Context: an optimization exercise on an open-source flow, tuned for a short achievable clock period and few clock cycles. The choices shown serve that exercise and are no tape-out recipe.
Only simulation tests tie the RTL to the original design; equivalence was not proved.
Power and IR drop assume default switching activity.

File: flow/config.mk
export PLATFORM = sky130hd
export DESIGN_NAME = riscv
export DESIGN_NICKNAME = riscv
export VERILOG_FILES = /design/flow/design.v
export SDC_FILE = /design/flow/constraint.sdc
export NUM_CORES = 4
export LEC_CHECK = 0
export ABC_CLOCK_PERIOD_IN_PS = 3000
export CAP_MARGIN = 20
export CORE_MARGIN = 2
export CORE_UTILIZATION = 40
export GPL_TIMING_DRIVEN = 1
export SLEW_MARGIN = 20
File: flow/constraint.sdc
create_clock -name core_clock -period 9.0 [get_ports {clk}]
set_input_delay 1.8000 -clock core_clock [delete_from_list [all_inputs] [get_ports {clk}]]
set_output_delay 1.8000 -clock core_clock [all_outputs]
set_load 0.01 [all_outputs]
File: flow/design.v
`timescale 1ns / 1ps
 `timescale 1ns / 1ps
module ks_add #(parameter W = 32) (
	input wire [W-1:0] a,
	input wire [W-1:0] b,
	input wire cin,
	output wire [W-1:0] s,
	output wire cout
);
	localparam L = (W > 32) ? 6 : (W > 16) ? 5 : (W > 8) ? 4 : (W > 4) ? 3 : (W > 2) ? 2 : 1;
	wire [W-1:0] p0 = a ^ b;
	wire [W-1:0] g [0:L];
	wire [W-1:0] p [0:L];
	assign g[0] = {a[W-1:1] & b[W-1:1], (a[0] & b[0]) | (p0[0] & cin)};
	assign p[0] = p0;
	genvar k, i;
	generate
		for (k = 0; k < L; k = k + 1) begin : lvl
			for (i = 0; i < W; i = i + 1) begin : col
				if (i >= (1 << k)) begin : comb
					assign g[k+1][i] = g[k][i] | (p[k][i] & g[k][i - (1 << k)]);
					assign p[k+1][i] = p[k][i] & p[k][i - (1 << k)];
				end else begin : pass
					assign g[k+1][i] = g[k][i];
					assign p[k+1][i] = p[k][i];
				end
			end
		end
	endgenerate
	assign s = p0 ^ {g[L][W-2:0], cin};
	assign cout = g[L][W-1];
endmodule
 `timescale 1ns / 1ps
module riscv(
	input wire clk,
	input wire rst,
	input wire[31:0] inst,
	output wire[31:0] inst_addr,
	output wire ce,
	input wire[31:0] rdata,
	output wire[31:0] ram_waddr,
	output wire[31:0] ram_wdata,
	output wire ram_wreg,
	output wire[31:0] raddr
);
	reg [31:0] pc;
	reg        btb_v;
	reg [31:2] btb_tag;
	reg [31:2] btb_tgt;
	reg        d_valid;
	reg [31:0] d_ir;
	reg [31:0] d_pc;
	reg [31:0] d_pc4;
	reg [12:2]  d_jlo;
	reg         d_jc;
	reg [11:2]  d_blo;
	reg         d_bc;
	reg [31:20] d_pcj_p, d_pcj_m;
	reg [31:12] d_pcb_p, d_pcb_m;
	reg        d_btb;
	reg        d_is_lui, d_is_auipc, d_is_jal, d_is_jalr, d_is_br, d_is_ld;
	reg        d_is_st, d_is_opi, d_is_op, d_use1, d_use2, d_wr;
	reg        e_wen;
	reg        e_ldw;
	reg [4:0]  e_rd;
	reg        e_ld;
	reg        e_st;
	reg        e_jalr;
	reg        e_force;
	reg        e_r_eq, e_r_ne, e_r_lt, e_r_ge, e_r_ltu, e_r_geu;
	reg [2:0]  e_f3;
	reg [31:0] e_a;      
	reg [31:0] e_b;
	reg [31:0] e_ca;     
	reg [31:0] e_cb;
	reg [31:0] e_sa;     
	reg [4:0]  e_shl;    
	reg [4:0]  e_shr;    
	reg [31:0] e_sd;
	reg [31:0] e_alt;
	reg        e_cin;
	reg        e_r_add, e_r_sll, e_r_srl, e_r_sra, e_r_slt, e_r_sltu;
	reg        e_r_xor, e_r_or, e_r_and, e_r_link;
	reg        m_wen;
	reg [4:0]  m_rd;
	reg        m_ld;
	reg        m_st;
	reg [2:0]  m_f3;
	reg [31:0] m_res;
	reg [31:0] m_sd;
	reg        m_ldw;
	reg        w_wen;
	reg [4:0]  w_rd;
	reg        w_ld;
	reg [2:0]  w_f3;
	reg [31:0] w_res;
	reg [31:0] w_raw;    
	reg [31:0] rf [1:31];
	assign inst_addr = pc;
	assign ce = 1'b1;
	assign raddr = m_res;
	assign ram_waddr = m_res;
	assign ram_wdata = m_sd;
	assign ram_wreg = m_st;
	wire eq  = e_ca == e_cb;
	wire c_ge;
	ks_add #(32) cmp0 (.a(e_ca), .b(~e_cb), .cin(1'b1), .s(), .cout(c_ge));
	wire ltu = !c_ge;
	wire lt  = (e_ca[31] ^ e_cb[31]) ? e_ca[31] : ltu;
	wire e_redirect = e_force |
		(e_r_eq & eq) | (e_r_ne & !eq) |
		(e_r_lt & lt) | (e_r_ge & !lt) |
		(e_r_ltu & ltu) | (e_r_geu & !ltu);
	wire [31:0] sum;
	ks_add #(32) add0 (.a(e_a), .b(e_b), .cin(e_cin), .s(sum), .cout());
	wire [32:0] sr33 = $signed({e_r_sra & e_sa[31], e_sa}) >>> e_shr;
	wire [31:0] sr = sr33[31:0];
	wire [31:0] e_target = e_jalr ? {sum[31:2], 2'b00} : e_alt;
	wire [31:0] res_oth =
		({32{e_r_sll}}  & (e_sa << e_shl)) |
		({32{e_r_srl | e_r_sra}} & sr) |
		({32{e_r_slt}}  & {31'd0, lt}) |
		({32{e_r_sltu}} & {31'd0, ltu}) |
		({32{e_r_xor}}  & (e_a ^ e_b)) |
		({32{e_r_or}}   & (e_a | e_b)) |
		({32{e_r_and}}  & (e_a & e_b)) |
		({32{e_r_link}} & e_alt);
	wire [31:0] res = ({32{e_r_add}} & sum) | res_oth;
	wire [31:0] st_data = (e_f3 == 3'b010) ? e_sd :
	                      (e_f3 == 3'b001) ? {16'd0, e_sd[15:0]} :
	                      (e_f3 == 3'b000) ? {24'd0, e_sd[7:0]} : 32'd0;
	reg [31:0] ld_data;
	always @(*) begin
		case (w_f3)
			3'b000: ld_data = {{24{w_raw[7]}}, w_raw[7:0]};
			3'b001: ld_data = {{16{w_raw[15]}}, w_raw[15:0]};
			3'b100: ld_data = {24'd0, w_raw[7:0]};
			3'b101: ld_data = {16'd0, w_raw[15:0]};
			default: ld_data = w_raw;
		endcase
	end
	wire [31:0] w_data = w_ld ? ld_data : w_res;
	wire [6:0] opc = d_ir[6:0];
	wire [4:0] rd  = d_ir[11:7];
	wire [2:0] f3  = d_ir[14:12];
	wire [4:0] rs1 = d_ir[19:15];
	wire [4:0] rs2 = d_ir[24:20];
	wire is_lui   = d_is_lui;
	wire is_auipc = d_is_auipc;
	wire is_jal   = d_is_jal;
	wire is_jalr  = d_is_jalr;
	wire is_br    = d_is_br;
	wire is_ld    = d_is_ld;
	wire is_st    = d_is_st;
	wire is_opi   = d_is_opi;
	wire is_op    = d_is_op;
	wire use1 = d_use1;
	wire use2 = d_use2;
	wire wr   = d_wr;
	wire [31:0] imm_i = {{20{d_ir[31]}}, d_ir[31:20]};
	wire [31:0] imm_s = {{20{d_ir[31]}}, d_ir[31:25], d_ir[11:7]};
	wire [31:0] imm_b = {{20{d_ir[31]}}, d_ir[7], d_ir[30:25], d_ir[11:8], 1'b0};
	wire [31:0] imm_u = {d_ir[31:12], 12'b0};
	wire d_sgn = d_ir[31];
	wire [20:13] d_jmid = {1'b0, d_pc[19:13]} + {1'b0, d_ir[19:13]} + {7'd0, d_jc};
	wire [31:20] d_tj_hi = (d_jmid[20] == d_sgn) ? d_pc[31:20] : d_jmid[20] ? d_pcj_p : d_pcj_m;
	wire [31:12] d_tb_hi = (d_bc == d_sgn) ? d_pc[31:12] : d_bc ? d_pcb_p : d_pcb_m;
	wire [31:2] d_tgt_j = {d_tj_hi, d_jmid[19:13], d_jlo};
	wire [31:2] d_tgt_b = {d_tb_hi, d_blo};
	wire [31:2] d_tgt = is_jal ? d_tgt_j : d_tgt_b;
	wire d_back = is_br && d_ir[31];
	wire d_pred = is_jal || d_back;
	wire [31:0] rf1 = (w_wen && w_rd == rs1) ? w_data : rf[rs1];
	wire [31:0] rf2 = (w_wen && w_rd == rs2) ? w_data : rf[rs2];
	wire fe1 = e_wen && e_rd == rs1;
	wire fe2 = e_wen && e_rd == rs2;
	wire fm1 = m_wen && m_rd == rs1;
	wire fm2 = m_wen && m_rd == rs2;
	wire z1 = rs1 == 5'd0;
	wire z2 = rs2 == 5'd0;
	wire [31:0] old1 = z1 ? 32'd0 : fm1 ? m_res : rf1;
	wire [31:0] old2 = z2 ? 32'd0 : fm2 ? m_res : rf2;
	wire sel_a_e = fe1 && !z1 && !is_lui && !is_auipc;
	wire sel_b_e = fe2 && !z2 && (is_op | is_br);
	wire sel_s_e = fe2 && !z2;
	wire [31:0] a_old = is_lui ? 32'd0 : is_auipc ? d_pc : old1;
	wire d_sub = is_op & f3 == 3'b000 & d_ir[30];
	wire [31:0] b_old = (is_op | is_br) ? (d_sub ? ~old2 : old2) : is_st ? imm_s : (is_lui | is_auipc) ? imm_u : imm_i;
	wire ka_a = sel_a_e & e_r_add;
	wire ka_b = sel_b_e & e_r_add;
	wire s_ca = fe1 && !z1;
	wire ka_ca = s_ca & e_r_add;
	wire s_cb = fe2 && !z2 && !is_opi;
	wire ka_cb = s_cb & e_r_add;
	wire ka_s = sel_s_e & e_r_add;
	wire is_sl = f3 == 3'b001;
	wire is_sr = f3 == 3'b101;
	wire s_shl = is_op && is_sl && sel_s_e;
	wire s_shr = is_op && is_sr && sel_s_e;
	wire ka_shl = s_shl & e_r_add;
	wire ka_shr = s_shr & e_r_add;
	wire [31:0] a_slow  = sel_a_e ? res_oth : a_old;
	wire [31:0] b_slow  = sel_b_e ? res_oth : b_old;
	wire [31:0] ca_slow = s_ca ? res_oth : old1;
	wire [31:0] cb_slow = s_cb ? res_oth : is_opi ? imm_i : old2;
	wire [31:0] sa_slow = sel_a_e ? res_oth : old1;
	wire [31:0] sd_slow = sel_s_e ? res_oth : old2;
	wire [4:0]  shl_slow = s_shl ? res_oth[4:0] : (is_op && is_sl) ? old2[4:0] : d_ir[24:20];
	wire [4:0]  shr_slow = s_shr ? res_oth[4:0] : (is_op && is_sr) ? old2[4:0] : d_ir[24:20];
	wire [31:0] a_new  = ({32{ka_a}} & sum) | a_slow;
	wire [31:0] b_new  = ({32{ka_b}} & sum) | b_slow;
	wire [31:0] ca_new = ({32{ka_ca}} & sum) | ca_slow;
	wire [31:0] cb_new = ({32{ka_cb}} & sum) | cb_slow;
	wire [31:0] sa_new = ({32{ka_a}} & sum) | sa_slow;
	wire [31:0] sd_new = ({32{ka_s}} & sum) | sd_slow;
	wire [4:0]  shl_new = ({5{ka_shl}} & sum[4:0]) | shl_slow;
	wire [4:0]  shr_new = ({5{ka_shr}} & sum[4:0]) | shr_slow;
	wire stall = d_valid && (
	             (e_ldw && ((use1 && e_rd == rs1) || (use2 && e_rd == rs2))) ||
	             (m_ldw && ((use1 && m_rd == rs1) || (use2 && m_rd == rs2))) ||
	             (d_sub && !z2 && e_wen && e_rd == rs2));
	wire go = d_valid && !stall && !e_redirect;
	wire btb_hit = btb_v && btb_tag == pc[31:2];
	wire [31:0] pc4 = pc + 32'd4;
	wire [13:2] f_jlo = {1'b0, pc[12:2]} + {1'b0, inst[12], inst[20], inst[30:22]};
	wire [12:2] f_blo = {1'b0, pc[11:2]} + {1'b0, inst[7], inst[30:25], inst[11:9]};
	wire d_redirect = d_valid && !stall && (d_btb ? !d_back : d_pred);
	wire [31:0] d_redirect_tgt = d_btb ? d_pc4 : {d_tgt, 2'b00};
	wire f_lui   = inst[6:0] == 7'b0110111;
	wire f_auipc = inst[6:0] == 7'b0010111;
	wire f_jal   = inst[6:0] == 7'b1101111;
	wire f_jalr  = inst[6:0] == 7'b1100111;
	wire f_br    = inst[6:0] == 7'b1100011;
	wire f_ld    = inst[6:0] == 7'b0000011;
	wire f_st    = inst[6:0] == 7'b0100011;
	wire f_opi   = inst[6:0] == 7'b0010011;
	wire f_op    = inst[6:0] == 7'b0110011;
	always @(posedge clk) begin
		if (rst) begin
			pc <= 32'd0;
			btb_v <= 1'b0;
			d_valid <= 1'b0;
		end else begin
			if (e_redirect)
				pc <= e_target;
			else if (stall)
				pc <= pc;
			else if (d_redirect)
				pc <= d_redirect_tgt;
			else if (btb_hit)
				pc <= {btb_tgt, 2'b00};
			else
				pc <= pc4;
			if (d_valid && !stall && !d_btb && d_back) begin
				btb_v <= 1'b1;
				btb_tag <= d_pc[31:2];
				btb_tgt <= d_tgt;
			end
			if (e_redirect || d_redirect)
				d_valid <= 1'b0;
			else if (!stall)
				d_valid <= 1'b1;
		end
		if (!stall) begin
			d_ir <= inst;
			d_pc <= pc;
			d_pc4 <= pc4;
			d_jlo <= f_jlo[12:2];
			d_jc <= f_jlo[13];
			d_blo <= f_blo[11:2];
			d_bc <= f_blo[12];
			d_pcj_p <= pc[31:20] + 12'd1;
			d_pcj_m <= pc[31:20] - 12'd1;
			d_pcb_p <= pc[31:12] + 20'd1;
			d_pcb_m <= pc[31:12] - 20'd1;
			d_btb <= btb_hit;
			d_is_lui   <= f_lui;
			d_is_auipc <= f_auipc;
			d_is_jal   <= f_jal;
			d_is_jalr  <= f_jalr;
			d_is_br    <= f_br;
			d_is_ld    <= f_ld;
			d_is_st    <= f_st;
			d_is_opi   <= f_opi;
			d_is_op    <= f_op;
			d_use1     <= f_jalr | f_br | f_ld | f_st | f_opi | f_op;
			d_use2     <= f_br | f_st | f_op;
			d_wr       <= (f_lui | f_auipc | f_jal | f_jalr | f_ld | f_opi | f_op) & (inst[11:7] != 5'd0);
		end
	end
	always @(posedge clk) begin
		if (rst || !go) begin
			e_wen <= 1'b0;
			e_ldw <= 1'b0;
			e_ld <= 1'b0;
			e_st <= 1'b0;
			e_jalr <= 1'b0;
			e_force <= 1'b0;
			e_r_eq <= 1'b0;
			e_r_ne <= 1'b0;
			e_r_lt <= 1'b0;
			e_r_ge <= 1'b0;
			e_r_ltu <= 1'b0;
			e_r_geu <= 1'b0;
		end else begin
			e_wen <= wr;
			e_ldw <= is_ld & wr;
			e_ld <= is_ld;
			e_st <= is_st;
			e_jalr <= is_jalr;
			e_force <= is_jalr | (is_br & d_back & (f3 == 3'b010 || f3 == 3'b011));
			e_r_eq  <= is_br & (d_back ? f3 == 3'b001 : f3 == 3'b000);
			e_r_ne  <= is_br & (d_back ? f3 == 3'b000 : f3 == 3'b001);
			e_r_lt  <= is_br & (d_back ? f3 == 3'b101 : f3 == 3'b100);
			e_r_ge  <= is_br & (d_back ? f3 == 3'b100 : f3 == 3'b101);
			e_r_ltu <= is_br & (d_back ? f3 == 3'b111 : f3 == 3'b110);
			e_r_geu <= is_br & (d_back ? f3 == 3'b110 : f3 == 3'b111);
		end
		e_rd <= rd;
		e_f3 <= f3;
		e_a  <= a_new;
		e_b  <= b_new;
		e_ca <= ca_new;
		e_cb <= cb_new;
		e_sa <= sa_new;
		e_shl <= shl_new;
		e_shr <= shr_new;
		e_sd <= sd_new;
		e_alt <= (is_br && !d_back) ? {d_tgt_b, 2'b00} : d_pc4;
		e_r_add  <= is_lui | is_auipc | is_ld | is_st |
		            (is_opi & f3 == 3'b000) | (is_op & f3 == 3'b000);
		e_cin    <= d_sub;
		e_r_sll  <= (is_opi | is_op) & f3 == 3'b001;
		e_r_srl  <= (is_opi | is_op) & f3 == 3'b101 & !d_ir[30];
		e_r_sra  <= (is_opi | is_op) & f3 == 3'b101 & d_ir[30];
		e_r_slt  <= (is_opi | is_op) & f3 == 3'b010;
		e_r_sltu <= (is_opi | is_op) & f3 == 3'b011;
		e_r_xor  <= (is_opi | is_op) & f3 == 3'b100;
		e_r_or   <= (is_opi | is_op) & f3 == 3'b110;
		e_r_and  <= (is_opi | is_op) & f3 == 3'b111;
		e_r_link <= is_jal | is_jalr;
	end
	always @(posedge clk) begin
		if (rst) begin
			m_wen <= 1'b0;
			m_ld <= 1'b0;
			m_ldw <= 1'b0;
			m_st <= 1'b0;
		end else begin
			m_wen <= e_wen;
			m_ld <= e_ld;
			m_ldw <= e_ldw;
			m_st <= e_st;
		end
		m_rd <= e_rd;
		m_f3 <= e_f3;
		m_res <= res;
		m_sd <= st_data;
	end
	always @(posedge clk) begin
		if (rst)
			w_wen <= 1'b0;
		else
			w_wen <= m_wen;
		w_rd <= m_rd;
		w_ld <= m_ld;
		w_f3 <= m_f3;
		w_res <= m_res;
		w_raw <= rdata;
	end
	always @(posedge clk) begin
		if (w_wen)
			rf[w_rd] <= w_data;
	end
endmodule
File: flow/flow/run.sh
#!/bin/bash
# The standard layout, with timing repair aimed at a tighter period than the
# 9 ns clock (setup margin of 5.8 ns, so repair works towards 3.2 ns) and
# port buffers of a fixed drive strength.
set -euo pipefail
bash standard.sh SETUP_SLACK_MARGIN=5.8 'BUFFER_PORTS_ARGS=-buffer_cell sky130_fd_sc_hd__buf_4' finish > standard_flow.log 2>&1
File: flow/standard.sh
#!/bin/bash
# synth_recipe.tcl (not shown) runs the flow's synth.tcl, then flattens the netlist and writes it again
# the make line also repeats each setting of config.mk as NAME=value (left out here)
make -C /OpenROAD-flow-scripts/flow DESIGN_CONFIG=/design/flow/config.mk WORK_HOME=/design/flow/orfs CLKGATE_MAP_FILE= SYNTH_SCRIPT=/design/flow/synth_recipe.tcl "${@:-finish}"
==> run_results.csv, run 1 <==
group,metric,value,unit
power,switching_share,26.1,%
power,p_clk_share,40.4,%
cts,cts_buffers,183,
power,vdd_drop_max,0.000224,V
timing,skew,0.0552,ns
setup_path,critical_path.cell_chain,"fa_2, inv_2, fa_2, nand2b_4, a21oi_4, o211ai_1, buf_4, a2111oi_4, buf_4, or3_4, buf_4, a211oi_2, a211oi_2, buf_6, and2_4, o41ai_2",
synth,synthesis.area,83300,um^2
floorplan,die_h,460,um
global_routing,grt_first_pass_wirelength,451000,um
hold_path,whs_path_depth,0,
cts,cts_max_path_buffers,3,
setup_path,crit_buf_inv,5,
routing,ant_nets,0,
hold_path,worstHoldEndpoint,"w_ld",
global_routing,antenna_found_initial,11,
routing,drc,0,
cts,htreeDepth,4,
cts,cts_tree,"yes",
setup_path,worstSetupPathType,"reg -> reg",
timing,slew_headroom,21.2,%
setup_path,worst_setup_path_end_kind,"flip-flop",
synth,synth_cell_types,91,
cts,clk_pin_slew_worst_paths,0.07,ns
cts,cts_sinks,1696,
setup_path,worst-path-max-fanout,4,
layout,finalNetCount,6681,
routing,detail_route.first_pass.iterations,6,
timing,tightest_slew,1.18,ns
timing,setup-violations-final,0,
routing,drt-vias-per-instance,6.37,
timing,rsz0062_at_grt,"true",
global_routing,grt_most_used_layer,"met2",
routing,wl_per_cell,35.5,um
synth,ys_warn_count,2,
global_routing,grt_use_met3,6.26,%
floorplan,core,207000,um^2
layout,drive_above_1_share,33.4,%
global_routing,gr-total-overflow,0,
setup_path,crit_arrival,4.11,ns
cts,postCtsHoldBufs,0,
run,max-cap-violations,0,
layout,syn2layout_area_growth,21.7,%
global_routing,grt_pass1_vias,57617,
placed_design,io_buffers,194,
placed_design,dp_hpwl,204000,um
synth,synth_enable_flop_cells,1237,
layout,layout.cells.most_common_list,"edfxtp_1 (1237), mux4_2 (606), buf_4 (470)",
synth,synth_area_leaders,"edfxtp_1 (45%), mux4_2 (16%), dfxtp_1 (11%)",
cts,clkLatencyLatePin,0.86,ns
floorplan,num_rows,167,
cts,cts_root_buf,"clkbuf_16",
timing,period_share,37.8,%
synth,synth_fp_nets,6267,
power,p_switching,0.00493,W
synth,ys_seq_area_share,55.6,%
synth,ys_ff_latch,1696,
setup_path,cpLargestDelayFamily,"compound AO/OA/AOI/OAI gates",
layout,multiInputGateArea,36700,um^2
floorplan,initial_core_util,40.2,%
global_routing,grtUsageMet1,36.8,%
power,power_frac_comb,13.2,%
power,seq_power_share,46.3,%
placed_design,gp_congestion,0.987,
floorplan,dieWidth,460,um
synth,avgSynthCellArea,13.7,um^2
routing,routed_wl,335000,um
timing,totalNegativeSetupSlack,0,ns
synth,yosysTopAreaCell,"edfxtp_1",
layout,fillerInstances,17590,
synth,async_flop_share,0,%
setup_path,r2r_start,"e_b[0]",
setup_path,cpMostUsedCell,"buf_4",
setup_path,slowest_stage,"fa_2",
setup_path,cp.required,9.71,ns
run_status,status,"no timing/DRC/antenna violations",
setup_path,r2r_cells,16,
layout,fin_cells,9437,
timing,fmax,294,MHz
synth,syn_inst,6073,
setup_path,ff2ff_setup_slack,5.60,ns
setup_path,r2r_end,"e_cb[28]",
floorplan,die-area,212000,um^2
hold_path,hold_start,"m_ld",
timing,drv_slew,0,
hold_path,hold_path_class,"reg -> reg",
floorplan,num_io_pins,196,
power,p_int,0.0139,W
setup_path,max_stage_delay,0.43,ns
global_routing,grt_max_degree,66,
power,leakagePower,36.5,nW
routing,drt_iter0_drc,8001,
placed_design,placedCellCount,8759,
global_routing,use_met2,48.5,%
setup_path,start_kind,"flip-flop",
layout,seq_area,46600,um^2
synth,synth_top_area_share,44.6,%
routing,via_count,60077,
power,pwr_density_cell,186,nW/um^2
synth,yosys_most_used_dff,"edfxtp_1",
global_routing,grt_util_all_layers,30.3,%
layout,layout_commonest_cell,"edfxtp_1",
timing,min_period,3.40,ns
timing,hold_viol,0,
per-layer routing:
layer	routed length (um)	part of all wire [%]
met5	57	0.017
met4	28100	8.4
met3	31800	9.5
met2	157000	47
met1	118000	35
layout make-up:
class                           count  share of cell area, %
Sequential cell                  1696                   46.0
Timing Repair Buffer              703                   7.62
Multi-Input combinational cell   3690                   36.2
Antenna cell                        3                0.00740
Inverter                          210                  0.834
Clock buffer                      248                   4.93
Tap cell                         2788                   3.44
Clock inverter                     96                  0.993
Timing Repair inverter              3                 0.0210
repair_timing:
action	CTS	global route
cloned	26	31
pin swaps	53	72
endpoints found under the setup margin	740	319
gates resized for setup	617	265
setup buffers	184	90
synthesized netlist by cell type (29+ instances only):
library cell and count:
a21oi_1 277, nor3_1 71, o31ai_1 31, buf_4 71, edfxtp_1 1237, nand2_1 448, a21o_1 37, and2_1 68
o211ai_1 53, ha_1 122, nand4_1 29, mux4_2 606, mux2i_1 288, nor2b_1 39, a211oi_1 134, buf_1 44
xnor2_1 128, a22oi_1 34, nor2_1 367, and3_1 35, buf_2 80, inv_1 199, a31oi_1 66, nand3_1 90
xor2_1 57, o21ai_0 244, mux2_2 77, dfxtp_1 459, clkbuf_1 259
power groups by stage:
| stage | Clock, W | Combinational (W) | Sequential, W |
|---|---|---|---|
| finish | 0.00763 | 0.00250 | 0.00873 |
| global route | 0.00800 | 0.00260 | 0.00873 |
| CTS | 0.00768 | 0.00226 | 0.00872 |
| detailed placement | 0 | 0.00193 | 0.00893 |
| global placement | 0 | 0.00193 | 0.00893 |
| floorplan | 0 | 0.00132 | 0.00878 |
through the flow:
step / util (%) / instance area, um^2 / hold WS (ns) / power [W] / setup WS, ns
global placement: 42.5 / 87900 / 0.314 / 0.0109 / 4.21
detailed placement: 42.5 / 87900 / 0.312 / 0.0109 / 4.16
global route: 49.0 / 101000 / 0.329 / 0.0193 / 5.55
CTS: 47.7 / 98700 / 0.326 / 0.0187 / 5.57
finish: 49.0 / 101000 / 0.326 / 0.0189 / 5.60
floorplan: - / 83500 / 0.310 / 0.0101 / 4.90
state kept, by name (all words and copies together) (netlist names), 10 cells and up, named ones only:
name,flops
e_alt,32
d_blo,10
e_a,32
w_res,32
pc,32
d_pcj_p,12
d_pcb_p,20
d_pc4,30
d_jlo,11
d_pc,32
d_pcj_m,11
btb_tgt,30
d_ir,25
e_sa,32
e_sd,32
d_pcb_m,19
e_ca,32
m_sd,32
w_raw,32
btb_tag,30
rf,992
m_res,32
e_b,32
e_cb,32
worst reg2reg max path: stages (launching register included):
cell	delay (ns)
dfxtp_4	0.36
fa_2	0.43
inv_2	0.08
fa_2	0.20
nand2b_4	0.14
a21oi_4	0.06
o211ai_1	0.19
buf_4	0.18
a2111oi_4	0.07
buf_4	0.17
or3_4	0.36
buf_4	0.15
a211oi_2	0.20
a211oi_2	0.07
buf_6	0.17
and2_4	0.20
o41ai_2	0.26
worst max-delay path by stage:
stage / start / slack [ns] / depth (start not counted) / to
after floorplan: rst / 4.90 / 4 / btb_tag[10]
final: e_b[0] / 5.60 / 16 / e_cb[28]
after global placement: d_ir[14] / 4.21 / 9 / pc[25]
after CTS: e_b[0] / 5.57 / 14 / e_a[28]
after global routing: e_b[0] / 5.55 / 16 / e_cb[28]
after detailed placement: d_ir[14] / 4.16 / 9 / pc[25]
logic make-up (layout without fill, tap and decap cells):
family | count (synthesis) | count (layout) | share of synthesized area, %
compound gates | 1139 | 1139 | 8.91
other cells | 1 | 4 | 0.00450
fa+ha+maj | 128 | 128 | 1.98
mux | 971 | 971 | 20.9
simple gates | 1266 | 1266 | 6.91
buf+inv | 687 | 1260 | 3.75
xor+xnor | 185 | 185 | 1.94
flops | 1696 | 1696 | 55.6
Testbench counts, summed over its fixed seeds: cycles 27,019.
==> run 2: changes to the inputs <==
--- a/flow/design.v
+++ b/flow/design.v
@@ -74,8 +74,7 @@
 	reg [31:0] e_ca;     
 	reg [31:0] e_cb;
 	reg [31:0] e_sa;     
-	reg [4:0]  e_shl;    
-	reg [4:0]  e_shr;    
+	reg [4:0]  e_sh;
 	reg [31:0] e_sd;
 	reg [31:0] e_alt;
 	reg        e_cin;
@@ -113,12 +112,12 @@
 		(e_r_ltu & ltu) | (e_r_geu & !ltu);
 	wire [31:0] sum;
 	ks_add #(32) add0 (.a(e_a), .b(e_b), .cin(e_cin), .s(sum), .cout());
-	wire [32:0] sr33 = $signed({e_r_sra & e_sa[31], e_sa}) >>> e_shr;
-	wire [31:0] sr = sr33[31:0];
+	wire [31:0] sra  = $signed(e_sa) >>> e_sh;
 	wire [31:0] e_target = e_jalr ? {sum[31:2], 2'b00} : e_alt;
 	wire [31:0] res_oth =
-		({32{e_r_sll}}  & (e_sa << e_shl)) |
-		({32{e_r_srl | e_r_sra}} & sr) |
+		({32{e_r_sll}}  & (e_sa << e_sh)) |
+		({32{e_r_srl}}  & (e_sa >> e_sh)) |
+		({32{e_r_sra}}  & sra) |
 		({32{e_r_slt}}  & {31'd0, lt}) |
 		({32{e_r_sltu}} & {31'd0, ltu}) |
 		({32{e_r_xor}}  & (e_a ^ e_b)) |
@@ -193,28 +192,22 @@
 	wire s_cb = fe2 && !z2 && !is_opi;
 	wire ka_cb = s_cb & e_r_add;
 	wire ka_s = sel_s_e & e_r_add;
-	wire is_sl = f3 == 3'b001;
-	wire is_sr = f3 == 3'b101;
-	wire s_shl = is_op && is_sl && sel_s_e;
-	wire s_shr = is_op && is_sr && sel_s_e;
-	wire ka_shl = s_shl & e_r_add;
-	wire ka_shr = s_shr & e_r_add;
+	wire s_sh = is_op && sel_s_e;
+	wire ka_sh = s_sh & e_r_add;
 	wire [31:0] a_slow  = sel_a_e ? res_oth : a_old;
 	wire [31:0] b_slow  = sel_b_e ? res_oth : b_old;
 	wire [31:0] ca_slow = s_ca ? res_oth : old1;
 	wire [31:0] cb_slow = s_cb ? res_oth : is_opi ? imm_i : old2;
 	wire [31:0] sa_slow = sel_a_e ? res_oth : old1;
 	wire [31:0] sd_slow = sel_s_e ? res_oth : old2;
-	wire [4:0]  shl_slow = s_shl ? res_oth[4:0] : (is_op && is_sl) ? old2[4:0] : d_ir[24:20];
-	wire [4:0]  shr_slow = s_shr ? res_oth[4:0] : (is_op && is_sr) ? old2[4:0] : d_ir[24:20];
+	wire [4:0]  sh_slow = s_sh ? res_oth[4:0] : !is_op ? d_ir[24:20] : old2[4:0];
 	wire [31:0] a_new  = ({32{ka_a}} & sum) | a_slow;
 	wire [31:0] b_new  = ({32{ka_b}} & sum) | b_slow;
 	wire [31:0] ca_new = ({32{ka_ca}} & sum) | ca_slow;
 	wire [31:0] cb_new = ({32{ka_cb}} & sum) | cb_slow;
 	wire [31:0] sa_new = ({32{ka_a}} & sum) | sa_slow;
 	wire [31:0] sd_new = ({32{ka_s}} & sum) | sd_slow;
-	wire [4:0]  shl_new = ({5{ka_shl}} & sum[4:0]) | shl_slow;
-	wire [4:0]  shr_new = ({5{ka_shr}} & sum[4:0]) | shr_slow;
+	wire [4:0]  sh_new = ({5{ka_sh}} & sum[4:0]) | sh_slow;
 	wire stall = d_valid && (
 	             (e_ldw && ((use1 && e_rd == rs1) || (use2 && e_rd == rs2))) ||
 	             (m_ldw && ((use1 && m_rd == rs1) || (use2 && m_rd == rs2))) ||
@@ -323,8 +316,7 @@
 		e_ca <= ca_new;
 		e_cb <= cb_new;
 		e_sa <= sa_new;
-		e_shl <= shl_new;
-		e_shr <= shr_new;
+		e_sh <= sh_new;
 		e_sd <= sd_new;
 		e_alt <= (is_br && !d_back) ? {d_tgt_b, 2'b00} : d_pc4;
 		e_r_add  <= is_lui | is_auipc | is_ld | is_st |
==> run 2 against run 1 <==
Critical path depth shrank 6. Synthesized area is essentially flat. Final area grew 1.2%. Clock-buffer cell count shrank 7. Total power grew 1.8%. Clock skew grew 0.014 ns. Maximum frequency grew 0.65%. First-iteration DRC count grew 4.1%. Register-to-register slack gained 0.02 ns. Synthesized cell count shrank 0.48%. Still clean. Combinational power grew 5%.
==> run_results.csv, run 2 <==
group,metric,value,unit
routing,drc,0,
layout,drive_above_1_share,35.4,%
synth,yosysMostFrequentCell,"edfxtp_1",
synth,synthesis.area,83400,um^2
global_routing,grt_util_all_layers,30.2,%
synth,async_flop_share,0,%
placed_design,gp_congestion,1.00,
global_routing,grt_max_degree,71,
setup_path,slowest_stage,"mux4_2",
routing,drt-vias-per-instance,6.41,
routing,via_count,60696,
placed_design,io_buffers,194,
layout,fillerInstances,17349,
floorplan,num_rows,167,
synth,ys_seq_area_share,55.4,%
cts,clk_pin_slew_worst_paths,0.06,ns
routing,drt_iter0_drc,8329,
setup_path,crit_arrival,4.10,ns
synth,syn_inst,6044,
timing,setup-violations-final,0,
timing,drv_slew,0,
global_routing,grt_first_pass_wirelength,449000,um
global_routing,antenna_found_initial,18,
setup_path,worstSetupPathType,"reg -> reg",
floorplan,num_io_pins,196,
cts,clkLatencyLatePin,0.89,ns
synth,ys_warn_count,2,
routing,detail_route.first_pass.iterations,8,
cts,cts_tree,"yes",
timing,fmax,296,MHz
floorplan,die-area,212000,um^2
synth,synth_cell_types,95,
layout,regMostFlops,"rf",
power,leakagePower,37.2,nW
cts,cts_buffers,185,
synth,synth_enable_flop_cells,1237,
floorplan,core,207000,um^2
cts,htreeDepth,4,
timing,period_share,37.6,%
run_status,status,"no timing/DRC/antenna violations",
timing,min_period,3.38,ns
setup_path,critical_path.cell_chain,"buf_12, buf_16, mux4_2, mux4_2, nand2_1, a31oi_4, nor2_1, a21oi_1, o22ai_1, a221o_1",
setup_path,max_stage_delay,0.54,ns
layout,finalNetCount,6711,
synth,synth_area_leaders,"edfxtp_1 (45%), mux4_2 (17%), dfxtp_1 (11%)",
synth,synth_common_cells,"edfxtp_1 (1237), mux4_2 (615), nand2_1 (474), dfxtp_1 (454), nor2_1 (347)",
synth,synth_fp_nets,6239,
synth,synth_top_area_share,44.5,%
timing,skew,0.0690,ns
setup_path,cp.required,9.72,ns
timing,holdWs,0.328,ns
synth,yosys_most_used_dff,"edfxtp_1",
layout,largest_reg_flops,992,
timing,rsz0062_at_grt,"true",
run,max-cap-violations,0,
setup_path,cpMostUsedCell,"mux4_2",
routing,routed_wl,331000,um
cts,cts_root_buf,"clkbuf_16",
floorplan,dieWidth,461,um
routing,wl_per_cell,35.0,um
timing,tightest_slew,1.08,ns
cts,cts_max_path_buffers,3,
layout,syn2layout_area_growth,23.1,%
timing,hold_viol,0,
layout,layout.cells.most_common_list,"edfxtp_1 (1237), mux4_2 (615), buf_4 (493)",
placed_design,dp_hpwl,199000,um
hold_path,hold_path_class,"reg -> reg",
synth,ys_ff_latch,1691,
routing,ant_nets,0,
timing,totalNegativeSetupSlack,0,ns
synth,avgSynthCellArea,13.8,um^2
floorplan,die_h,461,um
timing,slew_headroom,27.2,%
cts,cts_sinks,1691,
setup_path,worst-path-max-fanout,20,
layout,layout_commonest_cell,"edfxtp_1",
floorplan,initial_core_util,40.3,%
setup_path,worst_setup_path_end_kind,"flip-flop",
synth,yosysTopAreaCell,"edfxtp_1",
setup_path,start_kind,"flip-flop",
cts,postCtsHoldBufs,0,
power,pwr_density_cell,187,nW/um^2
global_routing,gr-total-overflow,0,
global_routing,grt_pass1_vias,57720,
power,vdd_drop_max,0.000226,V
==> run 2: cell types whose count changed in the layout (fill, tap and decap cells not counted), sizes merged, moves of 12 or more <==
cell / previous run / this run
nor2: 370 / 348
a31oi: 66 / 46
nand2: 448 / 474
buf: 670 / 731
mux2: 77 / 105
o31ai: 31 / 18
o21ai: 258 / 307
a21oi: 277 / 233
inv: 211 / 193
mux2i: 288 / 271
a32oi: 7 / 19
xor2: 57 / 71
==> run 2: final cells by class <==
type	count	area (um^2)	share of cell area, %
sequential	1691	46500	45.3
multi-input combinational	3682	37300	36.3
timing repair buffer	762	8340	8.12
clock buffer	241	5100	4.97
tap	2788	3490	3.40
clock inverter	100	1130	1.10
inverter	188	754	0.735
timing repair inverter	6	41.3	0.0402
antenna	6	15.0	0.0146
==> run 2: power breakdown <==
part	leakage (nW)	internal [W]	total, W	switching [W]
combinational	18.5	0.00114	0.00262	0.00148
sequential	15.6	0.00852	0.00874	0.000224
clock	3.02	0.00449	0.00784	0.00335
total	37.2	0.0141	0.0192	0.00506
==> run 2: metal layers <==
layer	vias up	part of all wire, %	GRT usage (%)
met5	-	0.038	0
met4	18	8.2	20.4
met3	949	11	7.59
met2	4159	45	46.3
met1	31082	36	37.7
li1	24488	-	-
==> run 2: through the flow <==
step	setup slack, ns	utilization [%]	area, um^2	std cells	power, W
2_1_floorplan	4.83	-	83500	6044	0.0101
3_3_place_gp	4.31	42.4	87800	8707	0.0109
3_5_place_dp	4.35	42.4	87800	8708	0.0109
4_1_cts	5.61	48.0	99500	9299	0.0190
5_1_grt	5.62	49.6	103000	9459	0.0197
6_report	5.62	49.6	103000	9464	0.0192
==> run 2: repair_timing <==
item	4_1_cts	5_1_grt
setup endpoints to repair	672	356
pin swaps	68	128
gates resized for setup	693	337
setup buffers	213	133
hold endpoints to repair	0	0
gates cloned	37	26
==> run 2: kinds of logic (layout without fill, tap and decap cells) <==
family | after synthesis | count (layout) | share of synthesized area [%]
compound gates | 1109 | 1109 | 8.71
xor+xnor | 192 | 192 | 2.02
fa+ha+maj | 129 | 129 | 1.99
buf+inv | 672 | 1297 | 3.69
flops | 1691 | 1691 | 55.4
mux | 991 | 991 | 21.3
other cells | 1 | 7 | 0.00450
simple gates | 1259 | 1260 | 6.86
==> run 2: final timing paths <==
check | startpoint | endpoint | slack [ns] | depth (start not counted)
max | flip-flop | e_b[31] | 5.62 | 10
min reg2reg | m_ld | w_ld | 0.33 | 0
max reg2reg | flip-flop | e_b[31] | 5.62 | 10
min | m_ld | w_ld | 0.33 | 0
==> run 2: critical path: cells and delay by family, from the launching register on <==
family                 cells  cell delay (ns)
flip-flops                 1             0.45
buffers and inverters      2             0.34
multiplexers               2             1.02
AND/OR/NAND/NOR            2             0.43
AO/OA/AOI/OAI              4             0.97
Testbench counts of run 2, summed over its fixed seeds: cycles 27,019.

-- separate check: timing with driven ports --
In the flow no input, the clock included, has a driving cell. The finished layouts below were timed again as built, in two steps.
Step 1, drivers: a clkbuf_16 drives clk and a buf_2 each remaining input, both assumed.
Step 2 adds t to the input delays and takes it off the output delays; t is the mean of the earliest and latest rising clock arrival at the registers after step 1. Input paths then give back, and output paths get back, about the clock's delay inside the block.
Three values: no drivers, after step 1, after step 2; two values: the first two.
| run | t, ns | slack for setup (ns) | slew at the worst register clock pin (ns) |
|---|---|---|---|
| run 1 | 0.925 | 5.598 / 5.573 / 5.094 | 0.07 / 0.07 |
| run 2 | 0.941 | 5.620 / 5.598 / 5.027 | 0.07 / 0.07 |
After both steps every run listed still meets setup and hold. The setup slack of run 2, which loses most, moves by -0.022 ns with the drivers and by -0.593 ns with both steps.
